Context: an optimization exercise on an open-source flow, tuned for small area and a short achievable clock period. The choices shown serve that exercise and are no tape-out recipe. Only simulation tests tie the RTL to the original design; equivalence was not proved. Power and IR drop assume default switching activity.

==> inputs of harbor <==
## alu_top
module alu_top (
    input   CLK,rst,
    input   [3 : 0] ALU_FUNC,
    input   [15 : 0] A,
    input   [15 : 0] B,
    output  [31 : 0] Arith_OUT, Logic_OUT, CMP_OUT,Shift_OUT,
    output  Carry_OUT, Arith_Flag, Logic_Flag, CMP_Flag, Shift_Flag
);
clock: 130.0 ns
lec_check: 0
abc_area: 1
cap_margin: 20
core_margin: 2
core_utilization: 40
slew_margin: 20
synth_hierarchical: 1
synth_minimum_keep_size: 0
run.sh (not shown) runs the stock make flow with config.mk's settings and CLKGATE_MAP_FILE= SYNTH_SCRIPT=/design/flow/synth_recipe.tcl, a recipe that flattens the netlist after the stock synthesis.
==> pepper (differences from harbor) <==
==> flow/flow/run.sh (new file) <==
#!/bin/bash
# The standard layout with two changes:
# * synthesis maps the divider modules (Div_Unit, Div_Step_*) with flow/abc_div.script
#   and every other module with flow/abc_other.script (ORFS's area and speed ABC
#   scripts without their "buffer -c" step, whose buffers placement removes anyway).
#   Everything else in synthesis is the standard synthesis (synth_recipe.tcl).
# * the port buffers are the smallest buffer cell (sky130_fd_sc_hd__buf_1).
set -euo pipefail
HERE=$(pwd)
DIV="$HERE/flow/abc_div.script"
OTHER="$HERE/flow/abc_other.script"
# ORFS's synth.tcl with its one abc call split in two
sed "s|^  log_cmd abc {\*}\$abc_args\$|  log_cmd abc {*}[lreplace \$abc_args 1 1 $DIV] Div_Unit Div_Step_*\n  log_cmd abc {*}[lreplace \$abc_args 1 1 $OTHER]|" \
    "$FLOW_HOME/scripts/synth.tcl" > "$HERE/synth_mixed.tcl"
grep -q "abc_div.script\] Div_Unit" "$HERE/synth_mixed.tcl"
# The standard flow's synthesis script, sourcing that synth.tcl
sed "s|source \$::env(SCRIPTS_DIR)/synth.tcl|source $HERE/synth_mixed.tcl|" synth_recipe.tcl > "$HERE/mixed_synth.tcl"
grep -q "source $HERE/synth_mixed.tcl" "$HERE/mixed_synth.tcl"
# The standard layout command, with that synthesis script
sed "s|SYNTH_SCRIPT=[^ ]*|SYNTH_SCRIPT=$HERE/mixed_synth.tcl|" standard.sh > "$HERE/mixed_standard.sh"
grep -q "SYNTH_SCRIPT=$HERE/mixed_synth.tcl" "$HERE/mixed_standard.sh"
export BUFFER_PORTS_ARGS="-buffer_cell sky130_fd_sc_hd__buf_1"
bash "$HERE/mixed_standard.sh" > standard.log 2>&1
==> flow/flow/abc_div.script (new file) <==
strash
dch
map -B 0.9
topo
stime -c
upsize -c
dnsize -c
==> flow/flow/abc_other.script (new file) <==
&get -n
&st
&dch
&nf
&st
&syn2
&if -g -K 6
&synch2
&nf
&st
&syn2
&if -g -K 6
&synch2
&nf
&st
&syn2
&if -g -K 6
&synch2
&nf
&st
&syn2
&if -g -K 6
&synch2
&nf
&st
&syn2
&if -g -K 6
&synch2
&nf
&put
topo
stime -c
upsize -c
dnsize -c
==> flow/standard.sh (new file) <==
#!/bin/bash
# synth_recipe.tcl (not shown) runs the flow's synth.tcl, then flattens the netlist and writes it again
# the make line also repeats each setting of config.mk as NAME=value (left out here)
make -C /OpenROAD-flow-scripts/flow DESIGN_CONFIG=/design/flow/config.mk WORK_HOME=/design/flow/orfs CLKGATE_MAP_FILE= SYNTH_SCRIPT=/design/flow/synth_recipe.tcl "${@:-finish}"
ABC_AREA = 0   (was 1)
CORE_UTILIZATION = 65   (was 40)
CTS_BUF_LIST = sky130_fd_sc_hd__clkbuf_4 sky130_fd_sc_hd__clkbuf_8   (was unset)
PLACE_DENSITY = 0.75   (was unset)
removed: flow/run.sh
==> comparison table <==
                                                                                                     pepper                   harbor
Run status                                                                           complete, no violations  complete, no violations
Sum of routed wire length over all layers                                                            52.9 mm                  61.8 mm
Clock transition time at the flip-flop clock pins of the worst setup and hold paths                  0.09 ns                  0.07 ns
Standard cell area after detailed placement                                                      19100 sq um              20700 sq um
Number of antenna violations at the first check in global routing                                          1                        0
Fraction of final layout cells sized beyond drive strength 1                                           0.109                    0.113
Area of the core region                                                                          27600 sq um              49100 sq um
Net load switching power                                                                            0.139 mW                 0.157 mW
Buffering overhead                                                                                    0.0393                   0.0726
Vias in the first global route                                                                         17.0k                    18.2k
Critical path buffers and inverters                                                                        7                       11
DR iter-0 viols                                                                                         1387                     1497
Via count                                                                                              17.3k                    18.6k
P_int                                                                                               0.130 mW                 0.139 mW

re-timing with driven ports:
In the flow no input, the clock included, has a driving cell. The finished layouts below were timed again as built, in two steps. Step 1 assumes that a clkbuf_16 drives the clock port and a buf_2 every other input. Step 2 adds t to the input delays and takes it off the output delays; t is the mean of the earliest and latest rising clock arrival at the registers after step 1. Input paths then give back, and output paths get back, about the clock's delay inside the block. Three values: no drivers, after step 1, after step 2; two values: the first two.
| run | t, ns | setup slack, ns | worst setup path after step 2 | worst data-port slew with drivers (ns) |
|---|---|---|---|---|
| harbor | 0.391 | 86.571 / 86.597 / 86.206 | input to register | 0.06 |
| pepper | 0.415 | 87.911 / 87.925 / 87.509 | input to register | 0.03 |
After both steps every run listed still meets setup and hold. For pepper, which loses most, drivers alone change the setup slack by +0.014 ns; drivers and shift together by -0.402 ns.
